This design comes from an exercise in tuning for small area, a short achievable clock period and few clock cycles per item on the open sky130 flow, not from production work. In this exercise RTL edits were held to simulation tests only and were not proved equivalent to the original. Power and IR drop assume default switching activity.

## cordic_multiply
module cordic_multiply #(
    parameter WL = 16,
    parameter FL = 14,
    parameter N_ITER = 15
)(
    input  wire                 clk,
    input  wire                 rst_n,
    input  wire                 start,
    input  wire signed [WL-1:0] in1,
    input  wire signed [WL-1:0] in2,
    output wire signed [WL-1:0] out,
    output reg                  done
);
Size: ~430 cells after synthesis, roughly 36 flip-flops, roughly 52 I/O pins, roughly 4600 um^2 of cells after synthesis.
Settings: LEC_CHECK=0, CAP_MARGIN=20, CORE_MARGIN=2, CORE_UTILIZATION=50, CTS_BUF_LIST=sky130_fd_sc_hd__clkbuf_4, PLACE_DENSITY=0.75, SETUP_SLACK_MARGIN=2.9, SLEW_MARGIN=20, SYNTH_HIERARCHICAL=1, SYNTH_MINIMUM_KEEP_SIZE=0; clock period 7.0 ns.
standard.sh (not shown) runs the stock make flow with config.mk's settings and CLKGATE_MAP_FILE= SYNTH_SCRIPT=/design/flow/synth_recipe.tcl, a recipe that flattens the netlist after the stock synthesis.
==> flow/flow/run.sh <==
#!/bin/bash
# Layout flow: the standard flow (standard.sh, unchanged synthesis and
# steps), except that the port buffers are the platform's smallest buffer
# (buf_1) instead of the default pick; repair_design still resizes them where
# a load needs it.  The full output goes to standard.log in this folder.
set -euo pipefail
export BUFFER_PORTS_ARGS="-buffer_cell sky130_fd_sc_hd__buf_1"
bash standard.sh > standard.log 2>&1
The baseline produced a clean layout.
Testbench counts at the start, summed over its fixed seeds: cycles 1,608, items 1,600.
Then changed:
--- a/flow/config.mk
+++ b/flow/config.mk
@@ -6,7 +6,8 @@
 export NUM_CORES = 4
 export LEC_CHECK = 0
+export ABC_CLOCK_PERIOD_IN_PS = 1500
 export CAP_MARGIN = 20
 export CORE_MARGIN = 2
-export CORE_UTILIZATION = 50
+export CORE_UTILIZATION = 40
 export CTS_BUF_LIST = sky130_fd_sc_hd__clkbuf_4
 export PLACE_DENSITY = 0.75
Effect:
- design area hardly moves
- die area came out higher by 24%
- final cell count rises by 5.9%
- sequential power is about the same
- flip-flop and latch count stays the same
- critical path depth does not change
- utilization fell by 13 points
- wire length goes down by 3.4%
- first-iteration DRC count came out lower by 26%
- setup slack is better by 0.046 ns
- power fell by 3.2%
Then changed:
--- a/flow/config.mk
+++ b/flow/config.mk
@@ -6,11 +6,9 @@
 export NUM_CORES = 4
 export LEC_CHECK = 0
-export ABC_CLOCK_PERIOD_IN_PS = 1500
 export CAP_MARGIN = 20
 export CORE_MARGIN = 2
 export CORE_UTILIZATION = 40
 export CTS_BUF_LIST = sky130_fd_sc_hd__clkbuf_4
-export PLACE_DENSITY = 0.75
-export SETUP_SLACK_MARGIN = 2.9
+export SETUP_SLACK_MARGIN = 3.5
 export SLEW_MARGIN = 20
 export SYNTH_HIERARCHICAL = 1
Design area grows by 15%.
Cell count grows by 4.2%.
Total power rises by 35%.
Sequential power rose by about 1%.


## build 42
cordic_multiply again, from the RTL that the note above started with.
// cordic_multiply
module cordic_multiply #(
    parameter WL = 16,
    parameter FL = 14,
    parameter N_ITER = 15
)(
    input  wire                 clk,
    input  wire                 rst_n,
    input  wire                 start,
    input  wire signed [WL-1:0] in1,
    input  wire signed [WL-1:0] in2,
    output wire signed [WL-1:0] out,
    output reg                  done
);
==> flow/config.mk <==
export PLATFORM = sky130hd
export DESIGN_NAME = cordic_multiply
export DESIGN_NICKNAME = cordic_multiply
export VERILOG_FILES = /design/flow/design.v
export SDC_FILE = /design/flow/constraint.sdc
export NUM_CORES = 4
export LEC_CHECK = 0
export CAP_MARGIN = 20
export CORE_MARGIN = 2
export CORE_UTILIZATION = 40
export CTS_BUF_LIST = sky130_fd_sc_hd__clkbuf_4
export SETUP_SLACK_MARGIN = 3.1
export SLEW_MARGIN = 20
export SYNTH_HIERARCHICAL = 1
export SYNTH_MINIMUM_KEEP_SIZE = 0
==> flow/constraint.sdc <==
create_clock -name core_clock -period 7.0 [get_ports {clk}]
set_input_delay 1.4000 -clock core_clock [delete_from_list [all_inputs] [get_ports {clk}]]
set_output_delay 1.4000 -clock core_clock [all_outputs]
set_load 0.01 [all_outputs]
Scripts as last shown in full above: flow/flow/run.sh
Build 42: full flow OK, the timing, DRC and antenna checks passed
Testbench counts of build 42, summed over its fixed seeds: cycles 1,608, items 1,600.
#### Input delta (build 34 over build 42)
Settings: SETUP_SLACK_MARGIN now 2.8, was 3.1.
[summary]
- Number of global-route vias before repair: build 34 lower than build 42
- Compare build 34 and build 42 | combinational-cell power consumption higher: build 42
- The first-pass GRT wire length of build 34 is lower than that of build 42.
- Build 34 vs build 42, design area went down by 5.3%.
- Comparing build 42 with build 34, the clock distribution area overhead in the final layout came out essentially unchanged.
- Max freq build 42 -> build 34: degraded
- On build 34: total met3 wirelength after detailed routing is 12% lower than what build 42 gave.
- Compared with build 42, build 34 is the less power-hungry design.
- From build 42 to build 34, post-synthesis share of cell area spent on xor and xnor gates did not move at all.
- Sequential power share was lower in the run labelled build 42.
Setup changes, build 34 to build 65
Settings: changing SETUP_SLACK_MARGIN from 2.8 to 2.9; setting PLACE_DENSITY to 0.75 for the first time.
Findings:
Max time the final worst path needs with I/O delays and setup across build 34 and build 65: build 34. The number of inserted filler cells in the final layout in build 65 sits 19 below the value recorded for build 34. As far as power after layout is concerned, build 34 and build 65 perform about the same. Part of the total power dissipated in combinational logic of build 65 is on par with build 34. Build 65: post-layout worst setup margin is 130 ps higher than what build 34 reported. In build 65, the via count came out 24 below the value in build 34. Required time at the endpoint of the critical path (lower): build 34.
Setup changes, build 65 to build 33
Settings: PLACE_DENSITY: 0.75 -> unset.
### Flow results
- Build 33 vs build 65 — area occupied by multi-input gates climbed slightly
- Build 33 ended with more via count of the first global-routing pass than build 65.
- Looking at count of plain and timing-repair buffers in the layout, build 33 sits 3 higher than build 65 does.
- Compared with build 65, build 33 shows number of vias per cell after detailed routing that has gone up slightly.
- Re wire length of the first global-routing pass: build 33 is 1.2 mm up on build 65.
- Going from build 65 to build 33, global-route track usage on met3 shrinks by 1.3 points.
- Relative to build 65, build 33 degrades worst hold slack.
- In the flow results for build 33 and build 65, the area growth from synthesis to final layout is larger on build 33.
- Wire length (build 33 over build 65): increase, 820 microns
- Taking build 65 as the reference, in build 33 cell area saw an increase; total power of the final layout saw an increase.

==> afterwards: timing with drivers on the ports <==
The flow's constraints put no driver on any port. The routed layouts listed below were extracted and timed again, unchanged, in two steps. Step 1, drivers: a clkbuf_16 drives clk and a buf_2 each remaining input, both assumed. Step 2, shift: input delay + t, output delay - t, t = (earliest + latest rising clock arrival at the registers) / 2. This alone moves slack from input paths to output paths. Slacks: ideal ports / drivers / drivers and shift; pairs: ideal ports / drivers.
run | t (ns) | setup WS [ns] | worst setup path at the end | latest minus earliest clock arrival (ns) | pins driven straight from the clock port
the first run of note 1 | 0.351 | 2.921 / 2.927 / 2.576 | input to register | 0.011 / 0.010 | 1
the second run of note 1 | 0.338 | 2.968 / 2.966 / 2.628 | input to register | 0.012 / 0.012 | 1
the third run of note 1 | 0.344 | 3.075 / 3.051 / 2.833 | input to register | 0.016 / 0.016 | 1
build 42 | 0.350 | 3.073 / 3.047 / 2.784 | input to register | 0.012 / 0.012 | 1
build 34 | 0.344 | 2.839 / 2.837 / 2.493 | input to register | 0.014 / 0.014 | 1
build 65 | 0.338 | 2.968 / 2.966 / 2.628 | input to register | 0.012 / 0.012 | 1
build 33 | 0.352 | 3.008 / 2.991 / 2.659 | input to register | 0.016 / 0.017 | 1
After both steps setup and hold are still met in every run listed. The setup slack of build 33, which loses most, moves by -0.017 ns with the drivers and by -0.349 ns with both steps.
